Context: an optimization exercise on an open-source flow, tuned for small area. The choices shown serve that exercise and are no tape-out recipe. In this exercise RTL edits were held to simulation tests only and were not proved equivalent to the original.

==> run F: inputs <==
==> flow/design.v (excerpt) <==
module CPU(
    input [7:0] Ins,
    input RESET,
    input sCLK,
    output [6:0] SEG1,
    output [6:0] SEG2,
    output [6:0] SEG3,
    output [6:0] SEG4,
    output [6:0] SEG5,
    output [7:0] ADD
    );
	wire [1:0] op = Ins[7:6];
	wire [1:0] rs = Ins[5:4];
	wire [1:0] rt = Ins[3:2];
	wire [1:0] rd = Ins[1:0];
	wire [7:0] imm = {{6{Ins[1]}}, Ins[1:0]};
	wire is_add   = (op == 2'b00);
	wire is_load  = (op == 2'b01);
	wire is_store = (op == 2'b10);
	wire is_jump  = (op == 2'b11);
	reg [7:0] pc;
	wire [7:0] off = is_jump ? {{6{Ins[1] & ~Ins[0]}}, Ins[1] ^ Ins[0], ~Ins[0]} : 8'd1;
	always @(posedge sCLK or posedge RESET)
		if (RESET) pc <= 8'd0;
		else pc <= pc + off;
	assign ADD = pc;
	reg [7:0] r [0:3];
	wire [7:0] A = r[rs];
	wire [7:0] B = r[rt];
	wire [7:0] sum = A + (is_add ? B : imm);
	wire [4:0] addr = sum[4:0];
	reg [7:0] m [0:31];
	reg [31:0] mv;
	wire [7:0] init = addr[4] ? (8'd0 - {4'd0, addr[3:0]}) : {4'd0, addr[3:0]};
	wire [31:0] dec = 32'd1 << addr;
	wire [31:0] sv = dec & mv;
	wire hit = |sv;
	reg [7:0] md;
	integer k;
	always @(*) begin
		md = 8'd0;
		for (k = 0; k < 32; k = k + 1)
			md = md | ({8{sv[k]}} & m[k]);
	end
	wire [7:0] mrd = hit ? md : init;
	always @(posedge sCLK)
		for (k = 0; k < 32; k = k + 1)
			if (is_store & dec[k]) m[k] <= B;
	integer i;
	always @(posedge sCLK or posedge RESET)
		if (RESET) mv <= 32'd0;
		else if (is_store) mv <= mv | dec;
	wire [7:0] W = is_load ? mrd : sum;
	wire [1:0] wr = is_load ? rt : rd;
	always @(posedge sCLK or posedge RESET)
		if (RESET) begin
			r[0] <= 8'd0; r[1] <= 8'd0; r[2] <= 8'd0; r[3] <= 8'd0;
		end else if (is_add | is_load)
			r[wr] <= W;
	function [6:0] hex7(input [3:0] h);
		case (h)
			4'h0: hex7 = 7'b0111111; 4'h1: hex7 = 7'b0000110;
			4'h2: hex7 = 7'b1011011; 4'h3: hex7 = 7'b1001111;
			4'h4: hex7 = 7'b1100110; 4'h5: hex7 = 7'b1101101;
  ...
==> module CPU, before the edit <==
module CPU(
    input [7:0] Ins,
    input RESET,
    input sCLK,
    output [6:0] SEG1,
    output [6:0] SEG2,
    output [6:0] SEG3,
    output [6:0] SEG4,
    output [6:0] SEG5,
    output [7:0] ADD
    );
	wire [1:0] op = Ins[7:6];
	wire [1:0] rs = Ins[5:4];
	wire [1:0] rt = Ins[3:2];
	wire [1:0] rd = Ins[1:0];
	wire [7:0] imm = {{6{Ins[1]}}, Ins[1:0]};
	wire is_add   = (op == 2'b00);
	wire is_load  = (op == 2'b01);
	wire is_store = (op == 2'b10);
	wire is_jump  = (op == 2'b11);
	reg [7:0] pc;
	wire [7:0] off = is_jump ? {{6{Ins[1] & ~Ins[0]}}, Ins[1] ^ Ins[0], ~Ins[0]} : 8'd1;
	always @(posedge sCLK or posedge RESET)
		if (RESET) pc <= 8'd0;
		else pc <= pc + off;
	assign ADD = pc;
	reg [7:0] r [0:3];
	wire [7:0] A = r[rs];
	wire [7:0] B = r[rt];
	wire [7:0] sum = A + (is_add ? B : imm);
	wire [4:0] addr = sum[4:0];
	reg [7:0] m [0:31];
	reg [31:0] mv;
	wire [7:0] init = addr[4] ? (8'd0 - {4'd0, addr[3:0]}) : {4'd0, addr[3:0]};
	wire [31:0] dec = 32'd1 << addr;
	wire [31:0] sv = dec & mv;
	wire hit = |sv;
	reg [7:0] md;
	integer k;
	always @(*) begin
		md = 8'd0;
		for (k = 0; k < 32; k = k + 1)
			md = md | ({8{sv[k]}} & m[k]);
	end
	wire [7:0] mrd = hit ? md : init;
	always @(posedge sCLK)
		for (k = 0; k < 32; k = k + 1)
			if (is_store & dec[k]) m[k] <= B;
	integer i;
	always @(posedge sCLK or posedge RESET)
		if (RESET) mv <= 32'd0;
		else if (is_store) mv <= mv | dec;
	wire [7:0] W = is_load ? mrd : sum;
	wire [1:0] wr = is_load ? rt : rd;
	always @(posedge sCLK or posedge RESET)
		if (RESET) begin
			r[0] <= 8'd0; r[1] <= 8'd0; r[2] <= 8'd0; r[3] <= 8'd0;
		end else if (is_add | is_load)
			r[wr] <= W;
	function [6:0] hex7(input [3:0] h);
		case (h)
			4'h0: hex7 = 7'b0111111; 4'h1: hex7 = 7'b0000110;
			4'h2: hex7 = 7'b1011011; 4'h3: hex7 = 7'b1001111;
			4'h4: hex7 = 7'b1100110; 4'h5: hex7 = 7'b1101101;
			4'h6: hex7 = 7'b1111101; 4'h7: hex7 = 7'b0000111;
			4'h8: hex7 = 7'b1111111; 4'h9: hex7 = 7'b1101111;
			4'hA: hex7 = 7'b1110111; 4'hB: hex7 = 7'b1111100;
			4'hC: hex7 = 7'b0111001; 4'hD: hex7 = 7'b1011110;
			4'hE: hex7 = 7'b1111001; default: hex7 = 7'b1110001;
		endcase
	endfunction
	assign SEG1 = is_store ? 7'b1101101 : is_jump ? 7'b0001110 : hex7(W[7:4]);
	assign SEG2 = is_store ? 7'b1111000 : is_jump ? 7'b0111110 : hex7(W[3:0]);
	assign SEG3 = is_store ? 7'b0111111 : is_jump ? 7'b0110111 : 7'b0000000;
	assign SEG4 = is_store ? 7'b1110000 : is_jump ? 7'b0110111 : 7'b0000000;
	assign SEG5 = is_store ? 7'b1111001 : is_jump ? 7'b1110011 : 7'b0000000;
endmodule
export LEC_CHECK = 0
export CAP_MARGIN = 20
export CORE_MARGIN = 2
export CORE_UTILIZATION = 40
export SLEW_MARGIN = 20
create_clock -name core_clock -period 11.0 [get_ports {sCLK}]
standard.sh (not shown) runs the stock make flow with config.mk's settings and CLKGATE_MAP_FILE= SYNTH_SCRIPT=/design/flow/synth_recipe.tcl, a recipe that flattens the netlist after the stock synthesis.
==> flow/flow/run.sh <==
#!/bin/bash
# Standard ORFS flow with: no CTS dummy loads and smaller clock buffers,
# smallest buffer on the ports, and power (size) recovery after global route.
set -euo pipefail
EXTRA_ARGS=""
HERE=$(pwd)
CTSBUF=${CTSBUF:-sky130_fd_sc_hd__clkbuf_8}
bash standard.sh \
  "CTS_ARGS=-sink_clustering_enable -repair_clock_nets -dont_use_dummy_load -buf_list $CTSBUF" \
  "PRE_RESIZE_TCL=$HERE/flow/pre_resize.tcl" \
  RECOVER_POWER=100 \
  $EXTRA_ARGS finish > make_finish.log 2>&1
==> flow/flow/pre_resize.tcl <==
# Shrink the port buffers that buffer_ports inserted to the smallest buffer.
foreach inst [get_cells -quiet {input* output*}] {
  set name [get_full_name $inst]
  set master [get_property $inst ref_name]
  if {[string match "sky130_fd_sc_hd__*buf*" $master] && $master ne "sky130_fd_sc_hd__buf_1"} {
    replace_cell $name sky130_fd_sc_hd__buf_1
  }
}
==> inputs of run B, as changes to run F <==
--- a/flow/design.v
+++ b/flow/design.v
@@ -33,24 +33,13 @@
 	reg [7:0] m [0:31];
 	reg [31:0] mv;
 	wire [7:0] init = addr[4] ? (8'd0 - {4'd0, addr[3:0]}) : {4'd0, addr[3:0]};
-	wire [31:0] dec = 32'd1 << addr;
-	wire [31:0] sv = dec & mv;
-	wire hit = |sv;
-	reg [7:0] md;
-	integer k;
-	always @(*) begin
-		md = 8'd0;
-		for (k = 0; k < 32; k = k + 1)
-			md = md | ({8{sv[k]}} & m[k]);
-	end
-	wire [7:0] mrd = hit ? md : init;
+	wire [7:0] mrd = mv[addr] ? m[addr] : init;
 	always @(posedge sCLK)
-		for (k = 0; k < 32; k = k + 1)
-			if (is_store & dec[k]) m[k] <= B;
+		if (is_store) m[addr] <= B;
 	integer i;
 	always @(posedge sCLK or posedge RESET)
 		if (RESET) mv <= 32'd0;
-		else if (is_store) mv <= mv | dec;
+		else if (is_store) mv[addr] <= 1'b1;
 	wire [7:0] W = is_load ? mrd : sum;
 	wire [1:0] wr = is_load ? rt : rd;
 	always @(posedge sCLK or posedge RESET)
==> flow/flow/run.sh (replaced) <==
#!/bin/bash
# Own layout flow: the standard synthesis, then the logic between the
# flip-flops re-mapped for area (flow/resynth.tcl, flip-flops untouched), then
# the standard ORFS flow with smaller port and clock buffers.
# Each tool's output goes to a log file of its own in this folder.
set -euo pipefail
HERE=$(pwd)
R=$HERE/orfs/results/sky130hd/CPU/base
CTSBUF=${CTSBUF:-sky130_fd_sc_hd__clkbuf_4}
CTSCL=${CTSCL:--sink_clustering_max_diameter 50 -sink_clustering_size 10}
VARS=(
  "CTS_ARGS=-sink_clustering_enable -repair_clock_nets -dont_use_dummy_load -buf_list $CTSBUF $CTSCL"
  "PRE_RESIZE_TCL=$HERE/flow/pre_resize.tcl"
  "PRE_GLOBAL_PLACE_TCL=$HERE/flow/pre_gpl.tcl"
)
bash standard.sh "${VARS[@]}" synth > make_synth.log 2>&1
cp $R/1_2_yosys.v $HERE/standard_synth.v
printf 'set_driving_cell sky130_fd_sc_hd__buf_1\nset_load 5\n' > $HERE/abc.constr
LIB=$FLOW_HOME/platforms/sky130hd/lib/sky130_fd_sc_hd__tt_025C_1v80.lib \
IN=$HERE/standard_synth.v OUT=$R/1_2_yosys.v TOP=$FLOW_TOP \
ABC_SCRIPT=$HERE/flow/area.abc ABC_CONSTR=$HERE/abc.constr STAT=$HERE/resynth_stat.txt \
  yosys -c $HERE/flow/resynth.tcl > resynth.log 2>&1
rm -f $R/1_synth.odb $R/1_synth.sdc
bash standard.sh "${VARS[@]}" finish > make_finish.log 2>&1
==> flow/flow/area.abc (new file) <==
strash
dch
&get -n
&st
&dch
&nf -R 1000 -p
&put
mfs2 -a
strash
&get -n
&st
&dch
&nf -R 1000 -p
&put
topo
stime -c
==> flow/flow/pre_gpl.tcl (new file) <==
# Remove the buffers synthesis put on pass-through and port nets; buffer_ports
# then gives every port its own buffer, as in the standard flow.
remove_buffers
# Let the timing-driven placement's repairs use only the small buffers.
set_dont_use {sky130_fd_sc_hd__buf_4 sky130_fd_sc_hd__buf_6 sky130_fd_sc_hd__buf_8 sky130_fd_sc_hd__buf_12 sky130_fd_sc_hd__buf_16 sky130_fd_sc_hd__bufbuf_8 sky130_fd_sc_hd__bufbuf_16 sky130_fd_sc_hd__clkbuf_4 sky130_fd_sc_hd__clkbuf_8 sky130_fd_sc_hd__clkbuf_16}
--- a/flow/flow/pre_resize.tcl
+++ b/flow/flow/pre_resize.tcl
@@ -6,3 +6,5 @@
     replace_cell $name sky130_fd_sc_hd__buf_1
   }
 }
+# Keep repair_design from reaching for the largest buffers.
+set_dont_use {sky130_fd_sc_hd__buf_16 sky130_fd_sc_hd__buf_12 sky130_fd_sc_hd__bufbuf_16 sky130_fd_sc_hd__bufbuf_8 sky130_fd_sc_hd__bufinv_16 sky130_fd_sc_hd__bufinv_8}
==> flow/flow/resynth.tcl (new file) <==
# Re-map the combinational logic of the standard synthesis netlist for area.
# The flip-flops (and their instance names) are kept as they are: every
# sequential cell is a black box here, so only the logic between them changes.
yosys -import
set lib $::env(LIB)
read_liberty -ignore_miss_func $lib
read_verilog $::env(IN)
hierarchy -top $::env(TOP)
set f [open $lib r]; set txt [read $f]; close $f
foreach {- m} [regexp -all -inline {cell\s*\(\s*"?(sky130_fd_sc_hd__\w+)"?\s*\)} $txt] {
  if {[regexp {__(s?e?df|dl|sdl)} $m]} { blackbox $m }
}
flatten
opt_clean -purge
techmap
opt -fast
set dont_use {}
foreach c {sky130_fd_sc_hd__lpflow_bleeder_1 sky130_fd_sc_hd__lpflow_clkbufkapwr_1 sky130_fd_sc_hd__lpflow_clkbufkapwr_16 sky130_fd_sc_hd__lpflow_clkbufkapwr_2 sky130_fd_sc_hd__lpflow_clkbufkapwr_4 sky130_fd_sc_hd__lpflow_clkbufkapwr_8 sky130_fd_sc_hd__lpflow_clkinvkapwr_1 sky130_fd_sc_hd__lpflow_clkinvkapwr_16 sky130_fd_sc_hd__lpflow_clkinvkapwr_2 sky130_fd_sc_hd__lpflow_clkinvkapwr_4 sky130_fd_sc_hd__lpflow_clkinvkapwr_8 sky130_fd_sc_hd__lpflow_decapkapwr_12 sky130_fd_sc_hd__lpflow_decapkapwr_3 sky130_fd_sc_hd__lpflow_decapkapwr_4 sky130_fd_sc_hd__lpflow_decapkapwr_6 sky130_fd_sc_hd__lpflow_decapkapwr_8 sky130_fd_sc_hd__lpflow_inputiso0n_1 sky130_fd_sc_hd__lpflow_inputiso0p_1 sky130_fd_sc_hd__lpflow_inputiso1n_1 sky130_fd_sc_hd__lpflow_inputiso1p_1 sky130_fd_sc_hd__lpflow_inputisolatch_1 sky130_fd_sc_hd__lpflow_isobufsrc_1 sky130_fd_sc_hd__lpflow_isobufsrc_16 sky130_fd_sc_hd__lpflow_isobufsrc_2 sky130_fd_sc_hd__lpflow_isobufsrc_4 sky130_fd_sc_hd__lpflow_isobufsrc_8 sky130_fd_sc_hd__lpflow_isobufsrckapwr_16 sky130_fd_sc_hd__lpflow_lsbuf_lh_hl_isowell_tap_1 sky130_fd_sc_hd__lpflow_lsbuf_lh_hl_isowell_tap_2 sky130_fd_sc_hd__lpflow_lsbuf_lh_hl_isowell_tap_4 sky130_fd_sc_hd__lpflow_lsbuf_lh_isowell_4 sky130_fd_sc_hd__lpflow_lsbuf_lh_isowell_tap_1 sky130_fd_sc_hd__lpflow_lsbuf_lh_isowell_tap_2 sky130_fd_sc_hd__lpflow_lsbuf_lh_isowell_tap_4 sky130_fd_sc_hd__probe_p_8 sky130_fd_sc_hd__probec_p_8} { lappend dont_use -dont_use $c }
abc -liberty $lib {*}$dont_use -script $::env(ABC_SCRIPT) -constr $::env(ABC_CONSTR)
read_liberty -lib -overwrite $lib
opt_clean -purge
hilomap -singleton -hicell sky130_fd_sc_hd__conb_1 HI -locell sky130_fd_sc_hd__conb_1 LO
insbuf -buf sky130_fd_sc_hd__buf_1 A X
opt_clean -purge
check -assert
tee -o $::env(STAT) stat -liberty $lib
write_verilog -noattr -nohex -nodec $::env(OUT)
- CORE_UTILIZATION: 40 -> 70
- GPL_TIMING_DRIVEN: unset -> 1
- PLACE_DENSITY: unset -> 0.8
==> run notes <==
status timing/DRC/antenna clean; initial antenna violation count 2; nets roughly 1.1k; Seq area share 0.6503; drt wl/cell roughly 27 microns; CTS buffer count 39; dpl hpwl between 20000 and 25000 microns; CP Launch Point Ins[2]; Tap Cells 265; period utilization 0.9456; Min Hold Slack between 400 and 500 ps
That was run B.
==> run notes <==
Fail Reasons max-capacitance violations, max-slew violations; Final Max Tran Viols 240; nets approximately 1.3k; dpl hpwl 33820 microns; Tap Cells 511; initial antenna violation count 1; max-cap viol count 7; status complete, but fails checks; CTS buffer count 55; Min Hold Slack around 460 ps; drt wl/cell about 28 microns
That was run F.


==> job 8152 <==
==> flow/design.v <==
`timescale 1ns / 1ps
module CPU(
    input [7:0] Ins,
    input RESET,
    input sCLK,
    output [6:0] SEG1,
    output [6:0] SEG2,
    output [6:0] SEG3,
    output [6:0] SEG4,
    output [6:0] SEG5,
    output [7:0] ADD
    );
	wire [1:0] op = Ins[7:6];
	wire [1:0] rs = Ins[5:4];
	wire [1:0] rt = Ins[3:2];
	wire [1:0] rd = Ins[1:0];
	wire [7:0] imm = {{6{Ins[1]}}, Ins[1:0]};
	wire is_add   = (op == 2'b00);
	wire is_load  = (op == 2'b01);
	wire is_store = (op == 2'b10);
	wire is_jump  = (op == 2'b11);
	reg [7:0] pc;
	wire [7:0] off = is_jump ? {{6{Ins[1] & ~Ins[0]}}, Ins[1] ^ Ins[0], ~Ins[0]} : 8'd1;
	always @(posedge sCLK or posedge RESET)
		if (RESET) pc <= 8'd0;
		else pc <= pc + off;
	assign ADD = pc;
	reg [7:0] r [0:3];
	wire [7:0] A = r[rs];
	wire [7:0] B = r[rt];
	wire [7:0] sum = A + (is_add ? B : imm);
	wire [4:0] addr = sum[4:0];
	reg [7:0] m [0:31];
	reg [31:0] mv;
	wire [7:0] init = addr[4] ? (8'd0 - {4'd0, addr[3:0]}) : {4'd0, addr[3:0]};
	wire [7:0] mrd = mv[addr] ? m[addr] : init;
	always @(posedge sCLK)
		if (is_store) m[addr] <= B;
	integer i;
	always @(posedge sCLK or posedge RESET)
		if (RESET) mv <= 32'd0;
		else if (is_store) mv[addr] <= 1'b1;
	wire [7:0] W = is_load ? mrd : sum;
	wire [1:0] wr = is_load ? rt : rd;
	always @(posedge sCLK or posedge RESET)
		if (RESET) begin
			r[0] <= 8'd0; r[1] <= 8'd0; r[2] <= 8'd0; r[3] <= 8'd0;
		end else if (is_add | is_load)
			r[wr] <= W;
	function [6:0] hex7(input [3:0] h);
		case (h)
			4'h0: hex7 = 7'b0111111; 4'h1: hex7 = 7'b0000110;
			4'h2: hex7 = 7'b1011011; 4'h3: hex7 = 7'b1001111;
			4'h4: hex7 = 7'b1100110; 4'h5: hex7 = 7'b1101101;
			4'h6: hex7 = 7'b1111101; 4'h7: hex7 = 7'b0000111;
			4'h8: hex7 = 7'b1111111; 4'h9: hex7 = 7'b1101111;
			4'hA: hex7 = 7'b1110111; 4'hB: hex7 = 7'b1111100;
			4'hC: hex7 = 7'b0111001; 4'hD: hex7 = 7'b1011110;
			4'hE: hex7 = 7'b1111001; default: hex7 = 7'b1110001;
		endcase
	endfunction
	assign SEG1 = is_store ? 7'b1101101 : is_jump ? 7'b0001110 : hex7(W[7:4]);
	assign SEG2 = is_store ? 7'b1111000 : is_jump ? 7'b0111110 : hex7(W[3:0]);
	assign SEG3 = is_store ? 7'b0111111 : is_jump ? 7'b0110111 : 7'b0000000;
	assign SEG4 = is_store ? 7'b1110000 : is_jump ? 7'b0110111 : 7'b0000000;
	assign SEG5 = is_store ? 7'b1111001 : is_jump ? 7'b1110011 : 7'b0000000;
endmodule
==> flow/flow/run.sh <==
#!/bin/bash
# Own layout flow: the standard synthesis, then the logic between the
# flip-flops re-mapped for area (flow/resynth.tcl, flip-flops untouched), then
# the standard ORFS flow with smaller port and clock buffers.
# Each tool's output goes to a log file of its own in this folder.
set -euo pipefail
HERE=$(pwd)
R=$HERE/orfs/results/sky130hd/CPU/base
CTSBUF=${CTSBUF:-sky130_fd_sc_hd__clkbuf_8}
CTSCL=${CTSCL:--sink_clustering_max_diameter 80 -sink_clustering_size 15}
VARS=(
  "CTS_ARGS=-sink_clustering_enable -repair_clock_nets -dont_use_dummy_load -buf_list $CTSBUF $CTSCL"
  "PRE_RESIZE_TCL=$HERE/flow/pre_resize.tcl"
  "PRE_GLOBAL_PLACE_TCL=$HERE/flow/pre_gpl.tcl"
)
bash standard.sh "${VARS[@]}" synth > make_synth.log 2>&1
cp $R/1_2_yosys.v $HERE/standard_synth.v
printf 'set_driving_cell sky130_fd_sc_hd__buf_1\nset_load 5\n' > $HERE/abc.constr
LIB=$FLOW_HOME/platforms/sky130hd/lib/sky130_fd_sc_hd__tt_025C_1v80.lib \
IN=$HERE/standard_synth.v OUT=$R/1_2_yosys.v TOP=$FLOW_TOP \
ABC_SCRIPT=$HERE/flow/area.abc ABC_CONSTR=$HERE/abc.constr STAT=$HERE/resynth_stat.txt \
  yosys -c $HERE/flow/resynth.tcl > resynth.log 2>&1
rm -f $R/1_synth.odb $R/1_synth.sdc
bash standard.sh "${VARS[@]}" finish > make_finish.log 2>&1
==> flow/flow/area.abc <==
strash
dch
&get -n
&st
&dch
&nf -R 1000 -p
&put
mfs2 -a
strash
&get -n
&st
&dch
&nf -R 1000 -p
&put
topo
stime -c
==> flow/flow/pre_gpl.tcl <==
# Remove the buffers synthesis put on pass-through and port nets; buffer_ports
# then gives every port its own buffer, as in the standard flow.
remove_buffers
==> flow/flow/pre_resize.tcl <==
# Shrink the port buffers that buffer_ports inserted to the smallest buffer.
foreach inst [get_cells -quiet {input* output*}] {
  set name [get_full_name $inst]
  set master [get_property $inst ref_name]
  if {[string match "sky130_fd_sc_hd__*buf*" $master] && $master ne "sky130_fd_sc_hd__buf_1"} {
    replace_cell $name sky130_fd_sc_hd__buf_1
  }
}
# Keep repair_design from reaching for the largest buffers.
set_dont_use {sky130_fd_sc_hd__buf_16 sky130_fd_sc_hd__buf_12 sky130_fd_sc_hd__bufbuf_16 sky130_fd_sc_hd__bufbuf_8 sky130_fd_sc_hd__bufinv_16 sky130_fd_sc_hd__bufinv_8}
==> flow/flow/resynth.tcl <==
# Re-map the combinational logic of the standard synthesis netlist for area.
# The flip-flops (and their instance names) are kept as they are: every
# sequential cell is a black box here, so only the logic between them changes.
yosys -import
set lib $::env(LIB)
read_liberty -ignore_miss_func $lib
read_verilog $::env(IN)
hierarchy -top $::env(TOP)
set f [open $lib r]; set txt [read $f]; close $f
foreach {- m} [regexp -all -inline {cell\s*\(\s*"?(sky130_fd_sc_hd__\w+)"?\s*\)} $txt] {
  if {[regexp {__(s?e?df|dl|sdl)} $m]} { blackbox $m }
}
flatten
opt_clean -purge
techmap
opt -fast
set dont_use {}
foreach c {sky130_fd_sc_hd__lpflow_bleeder_1 sky130_fd_sc_hd__lpflow_clkbufkapwr_1 sky130_fd_sc_hd__lpflow_clkbufkapwr_16 sky130_fd_sc_hd__lpflow_clkbufkapwr_2 sky130_fd_sc_hd__lpflow_clkbufkapwr_4 sky130_fd_sc_hd__lpflow_clkbufkapwr_8 sky130_fd_sc_hd__lpflow_clkinvkapwr_1 sky130_fd_sc_hd__lpflow_clkinvkapwr_16 sky130_fd_sc_hd__lpflow_clkinvkapwr_2 sky130_fd_sc_hd__lpflow_clkinvkapwr_4 sky130_fd_sc_hd__lpflow_clkinvkapwr_8 sky130_fd_sc_hd__lpflow_decapkapwr_12 sky130_fd_sc_hd__lpflow_decapkapwr_3 sky130_fd_sc_hd__lpflow_decapkapwr_4 sky130_fd_sc_hd__lpflow_decapkapwr_6 sky130_fd_sc_hd__lpflow_decapkapwr_8 sky130_fd_sc_hd__lpflow_inputiso0n_1 sky130_fd_sc_hd__lpflow_inputiso0p_1 sky130_fd_sc_hd__lpflow_inputiso1n_1 sky130_fd_sc_hd__lpflow_inputiso1p_1 sky130_fd_sc_hd__lpflow_inputisolatch_1 sky130_fd_sc_hd__lpflow_isobufsrc_1 sky130_fd_sc_hd__lpflow_isobufsrc_16 sky130_fd_sc_hd__lpflow_isobufsrc_2 sky130_fd_sc_hd__lpflow_isobufsrc_4 sky130_fd_sc_hd__lpflow_isobufsrc_8 sky130_fd_sc_hd__lpflow_isobufsrckapwr_16 sky130_fd_sc_hd__lpflow_lsbuf_lh_hl_isowell_tap_1 sky130_fd_sc_hd__lpflow_lsbuf_lh_hl_isowell_tap_2 sky130_fd_sc_hd__lpflow_lsbuf_lh_hl_isowell_tap_4 sky130_fd_sc_hd__lpflow_lsbuf_lh_isowell_4 sky130_fd_sc_hd__lpflow_lsbuf_lh_isowell_tap_1 sky130_fd_sc_hd__lpflow_lsbuf_lh_isowell_tap_2 sky130_fd_sc_hd__lpflow_lsbuf_lh_isowell_tap_4 sky130_fd_sc_hd__probe_p_8 sky130_fd_sc_hd__probec_p_8} { lappend dont_use -dont_use $c }
abc -liberty $lib {*}$dont_use -script $::env(ABC_SCRIPT) -constr $::env(ABC_CONSTR)
read_liberty -lib -overwrite $lib
opt_clean -purge
hilomap -singleton -hicell sky130_fd_sc_hd__conb_1 HI -locell sky130_fd_sc_hd__conb_1 LO
insbuf -buf sky130_fd_sc_hd__buf_1 A X
opt_clean -purge
check -assert
tee -o $::env(STAT) stat -liberty $lib
write_verilog -noattr -nohex -nodec $::env(OUT)
==> flow/standard.sh <==
#!/bin/bash
# synth_recipe.tcl (not shown) runs the flow's synth.tcl, then flattens the netlist and writes it again
# the make line also repeats each setting of config.mk as NAME=value (left out here)
make -C /OpenROAD-flow-scripts/flow DESIGN_CONFIG=/design/flow/config.mk WORK_HOME=/design/flow/orfs CLKGATE_MAP_FILE= SYNTH_SCRIPT=/design/flow/synth_recipe.tcl "${@:-finish}"
==> flow/config.mk <==
export PLATFORM = sky130hd
export DESIGN_NAME = CPU
export DESIGN_NICKNAME = CPU
export VERILOG_FILES = /design/flow/design.v
export SDC_FILE = /design/flow/constraint.sdc
export NUM_CORES = 4
export LEC_CHECK = 0
export CAP_MARGIN = 20
export CORE_MARGIN = 2
export CORE_UTILIZATION = 80
export GPL_TIMING_DRIVEN = 1
export PLACE_DENSITY = 0.88
export SLEW_MARGIN = 20
==> flow/constraint.sdc <==
create_clock -name core_clock -period 11.0 [get_ports {sCLK}]
set_input_delay 2.2000 -clock core_clock [delete_from_list [all_inputs] [get_ports {sCLK}]]
set_output_delay 2.2000 -clock core_clock [all_outputs]
set_load 0.01 [all_outputs]
==> inputs of job 1822, as changes to job 8152 <==
--- a/flow/design.v
+++ b/flow/design.v
@@ -24,5 +24,5 @@
 	always @(posedge sCLK or posedge RESET)
 		if (RESET) pc <= 8'd0;
-		else pc <= pc + off;
+		else pc <= pc + 8'd1 + (is_jump ? imm : 8'd0);
 	assign ADD = pc;
 	reg [7:0] r [0:3];
==> flow/flow/run.sh (replaced) <==
#!/bin/bash
# Own layout flow: the standard synthesis, then the logic between the
# flip-flops re-mapped for area (flow/resynth.tcl, flip-flops untouched), then
# the standard ORFS flow with smaller port and clock buffers.
# Each tool's output goes to a log file of its own in this folder.
set -euo pipefail
HERE=$(pwd)
R=$HERE/orfs/results/sky130hd/CPU/base
CTSBUF=${CTSBUF:-sky130_fd_sc_hd__clkbuf_4}
CTSCL=${CTSCL:--sink_clustering_max_diameter 50 -sink_clustering_size 10}
VARS=(
  "CTS_ARGS=-sink_clustering_enable -repair_clock_nets -dont_use_dummy_load -buf_list $CTSBUF $CTSCL"
  "PRE_RESIZE_TCL=$HERE/flow/pre_resize.tcl"
  "PRE_GLOBAL_PLACE_TCL=$HERE/flow/pre_gpl.tcl"
)
bash standard.sh "${VARS[@]}" synth > make_synth.log 2>&1
cp $R/1_2_yosys.v $HERE/standard_synth.v
printf 'set_driving_cell sky130_fd_sc_hd__buf_1\nset_load 5\n' > $HERE/abc.constr
# Re-map in rounds: each round maps the previous round's netlist with every
# script in flow/area*.abc and keeps the smallest; stop when a round gains nothing.
SCRIPTS="$(ls $HERE/flow/area*.abc | tr '\n' ' ')"
LIB=$FLOW_HOME/platforms/sky130hd/lib/sky130_fd_sc_hd__tt_025C_1v80.lib
prev=$HERE/standard_synth.v
prev_area=1e12
for round in 1 2 3 4; do
  LIB=$LIB IN=$prev OUT=$HERE/resynth_$round.v TOP=$FLOW_TOP \
  ABC_SCRIPTS="$SCRIPTS" ABC_CONSTR=$HERE/abc.constr STAT=$HERE/resynth_stat_$round.txt \
    yosys -c $HERE/flow/resynth.tcl > resynth_$round.log 2>&1
  area=$(sed -n "s/.*Chip area for module '[^']*': *\([0-9.]*\).*/\1/p" $HERE/resynth_stat_$round.txt | tail -1)
  echo "round $round area $area (previous $prev_area)" >> resynth_rounds.log
  if awk -v a="$area" -v b="$prev_area" 'BEGIN{exit !(a < b - 1)}'; then
    prev=$HERE/resynth_$round.v; prev_area=$area
  else
    break
  fi
done
cp $prev $R/1_2_yosys.v
rm -f $R/1_synth.odb $R/1_synth.sdc
bash standard.sh "${VARS[@]}" finish > make_finish.log 2>&1
==> flow/flow/area1.abc (new file) <==
strash
dch
&get -n
&st
&dch
&nf -R 1000 -p
&put
mfs2 -a
strash
&get -n
&st
&dch
&nf -R 1000 -p
&put
topo
stime -c
==> flow/flow/area2.abc (new file) <==
strash
dc2
dch
&get -n
&st
&dch
&nf -R 1000 -p
&put
mfs2 -a
strash
&get -n
&st
&dch
&nf -R 1000 -p
&put
topo
stime -c
==> flow/flow/area3.abc (new file) <==
strash
dch
&get -n
&st
&dch
&nf -R 1000 -p
&put
mfs2 -a
strash
&get -n
&st
&dch
&nf -R 1000 -p
&put
mfs2 -a
strash
&get -n
&st
&dch
&nf -R 1000 -p
&put
topo
stime -c
==> flow/flow/area4.abc (new file) <==
strash
&get -n
&st
&syn2
&dch
&nf -R 1000 -p
&put
mfs2 -a
strash
&get -n
&st
&dch
&nf -R 1000 -p
&put
topo
stime -c
==> flow/flow/area5.abc (new file) <==
strash
dch
&get -n
&st
&dch
&nf -R 1000 -p
&st
&syn2
&dch
&nf -R 1000 -p
&put
topo
stime -c
==> flow/flow/area6.abc (new file) <==
strash
dch -f
&get -n
&st
&dch -f
&nf -R 1000 -p -F 6 -A 6
&put
mfs2 -a
strash
&get -n
&st
&dch -f
&nf -R 1000 -p -F 6 -A 6
&put
topo
stime -c
==> flow/flow/area7.abc (new file) <==
strash
dch
&get -n
&st
&dch
&nf -R 1000 -p -E 50
&put
mfs2 -a
strash
&get -n
&st
&dch
&nf -R 1000 -p -E 50
&put
topo
stime -c
==> flow/flow/area8.abc (new file) <==
strash
&get -n
&st
&syn3
&dch
&nf -R 1000 -p
&put
mfs2 -a
strash
&get -n
&st
&dch
&nf -R 1000 -p
&put
topo
stime -c
==> flow/flow/area9.abc (new file) <==
strash
&get -n
&st
&synch2
&dch
&nf -R 1000 -p
&put
mfs2 -a
strash
&get -n
&st
&dch
&nf -R 1000 -p
&put
topo
stime -c
--- a/flow/flow/pre_gpl.tcl
+++ b/flow/flow/pre_gpl.tcl
@@ -2,2 +2,4 @@
 # then gives every port its own buffer, as in the standard flow.
 remove_buffers
+# Let the timing-driven placement's repairs use only the small buffers.
+set_dont_use {sky130_fd_sc_hd__buf_4 sky130_fd_sc_hd__buf_6 sky130_fd_sc_hd__buf_8 sky130_fd_sc_hd__buf_12 sky130_fd_sc_hd__buf_16 sky130_fd_sc_hd__bufbuf_8 sky130_fd_sc_hd__bufbuf_16 sky130_fd_sc_hd__clkbuf_4 sky130_fd_sc_hd__clkbuf_8 sky130_fd_sc_hd__clkbuf_16}
--- a/flow/flow/resynth.tcl
+++ b/flow/flow/resynth.tcl
@@ -17,7 +17,24 @@
 set dont_use {}
 foreach c {sky130_fd_sc_hd__lpflow_bleeder_1 sky130_fd_sc_hd__lpflow_clkbufkapwr_1 sky130_fd_sc_hd__lpflow_clkbufkapwr_16 sky130_fd_sc_hd__lpflow_clkbufkapwr_2 sky130_fd_sc_hd__lpflow_clkbufkapwr_4 sky130_fd_sc_hd__lpflow_clkbufkapwr_8 sky130_fd_sc_hd__lpflow_clkinvkapwr_1 sky130_fd_sc_hd__lpflow_clkinvkapwr_16 sky130_fd_sc_hd__lpflow_clkinvkapwr_2 sky130_fd_sc_hd__lpflow_clkinvkapwr_4 sky130_fd_sc_hd__lpflow_clkinvkapwr_8 sky130_fd_sc_hd__lpflow_decapkapwr_12 sky130_fd_sc_hd__lpflow_decapkapwr_3 sky130_fd_sc_hd__lpflow_decapkapwr_4 sky130_fd_sc_hd__lpflow_decapkapwr_6 sky130_fd_sc_hd__lpflow_decapkapwr_8 sky130_fd_sc_hd__lpflow_inputiso0n_1 sky130_fd_sc_hd__lpflow_inputiso0p_1 sky130_fd_sc_hd__lpflow_inputiso1n_1 sky130_fd_sc_hd__lpflow_inputiso1p_1 sky130_fd_sc_hd__lpflow_inputisolatch_1 sky130_fd_sc_hd__lpflow_isobufsrc_1 sky130_fd_sc_hd__lpflow_isobufsrc_16 sky130_fd_sc_hd__lpflow_isobufsrc_2 sky130_fd_sc_hd__lpflow_isobufsrc_4 sky130_fd_sc_hd__lpflow_isobufsrc_8 sky130_fd_sc_hd__lpflow_isobufsrckapwr_16 sky130_fd_sc_hd__lpflow_lsbuf_lh_hl_isowell_tap_1 sky130_fd_sc_hd__lpflow_lsbuf_lh_hl_isowell_tap_2 sky130_fd_sc_hd__lpflow_lsbuf_lh_hl_isowell_tap_4 sky130_fd_sc_hd__lpflow_lsbuf_lh_isowell_4 sky130_fd_sc_hd__lpflow_lsbuf_lh_isowell_tap_1 sky130_fd_sc_hd__lpflow_lsbuf_lh_isowell_tap_2 sky130_fd_sc_hd__lpflow_lsbuf_lh_isowell_tap_4 sky130_fd_sc_hd__probe_p_8 sky130_fd_sc_hd__probec_p_8} { lappend dont_use -dont_use $c }
-abc -liberty $lib {*}$dont_use -script $::env(ABC_SCRIPT) -constr $::env(ABC_CONSTR)
-read_liberty -lib -overwrite $lib
-opt_clean -purge
+# Map with each of the ABC scripts given and keep the smallest result.
+design -save unmapped
+set best_area -1
+set best_script ""
+foreach script $::env(ABC_SCRIPTS) {
+  design -load unmapped
+  abc -liberty $lib {*}$dont_use -script $script -constr $::env(ABC_CONSTR)
+  opt_clean -purge
+  read_liberty -lib -overwrite $lib
+  set st [tee -q -s result.string stat -liberty $lib]
+  regexp {Chip area for module '[^']*': ([0-9.]+)} $st -> area
+  puts "RESYNTH $script area $area"
+  if {$best_area < 0 || $area < $best_area} {
+    set best_area $area
+    set best_script $script
+    design -save best
+  }
+}
+puts "RESYNTH best $best_script area $best_area"
+design -load best
 hilomap -singleton -hicell sky130_fd_sc_hd__conb_1 HI -locell sky130_fd_sc_hd__conb_1 LO
 insbuf -buf sky130_fd_sc_hd__buf_1 A X
--- a/flow/config.mk
+++ b/flow/config.mk
@@ -8,6 +8,6 @@
 export CAP_MARGIN = 20
 export CORE_MARGIN = 2
-export CORE_UTILIZATION = 80
+export CORE_UTILIZATION = 75
 export GPL_TIMING_DRIVEN = 1
-export PLACE_DENSITY = 0.88
+export PLACE_DENSITY = 0.85
 export SLEW_MARGIN = 20
removed: flow/flow/area.abc
==> run notes <==
- Of job 1822 and job 8152, job 1822 has the higher fmax (gap about 0.5%, measured against job 8152).
- Between job 1822 and job 8152, the lower critical path depth is in job 1822 (gap 3).
- Between job 8152 and job 1822, the lower hold slack is in job 1822 (gap 6.4 ps).
- Of job 8152 and job 1822, job 1822 has the higher final cell count (gap 0.22%, measured against job 1822).
- Against job 1822, the wire length of job 8152 is larger by 7.9%.
- In job 1822 the die area is higher than in job 8152, by 3.4%.
- Of job 8152 and job 1822, job 8152 has the higher first-iteration DRC count (gap 36%, measured against job 1822).

[port drivers added, routing unchanged]
Ports are ideal in the flow. The routed layouts listed here were re-timed in OpenROAD.
Step 1 sets driving cells, clkbuf_16 on the clock port and buf_2 on the other inputs (assumed; they add their load-dependent delay and slew).
Step 2 also shifts input and output timing later by t, the mid clock arrival at the registers, as if the neighbouring blocks saw the same clock.
a / b / c = ideal ports / drivers / drivers and shift; a / b = the first two.
run | t, ns | slack for setup (ns) | slew at the worst register clock pin (ns) | worst data-port slew with drivers (ns) | cell pins on the clock port's net
run F | 0.640 | 0.489 / 0.465 / 0.465 | 0.06 / 0.06 | 0.03 | 1
run B | 0.699 | 0.599 / 0.574 / 0.574 | 0.11 / 0.11 | 0.03 | 1
job 8152 | 0.609 | 0.427 / 0.404 / 0.404 | 0.11 / 0.11 | 0.04 | 1
job 1822 | 0.678 | 0.482 / 0.454 / 0.454 | 0.11 / 0.11 | 0.04 | 1
For job 1822, which loses most, drivers alone change the setup slack by -0.028 ns; drivers and shift together by -0.028 ns.
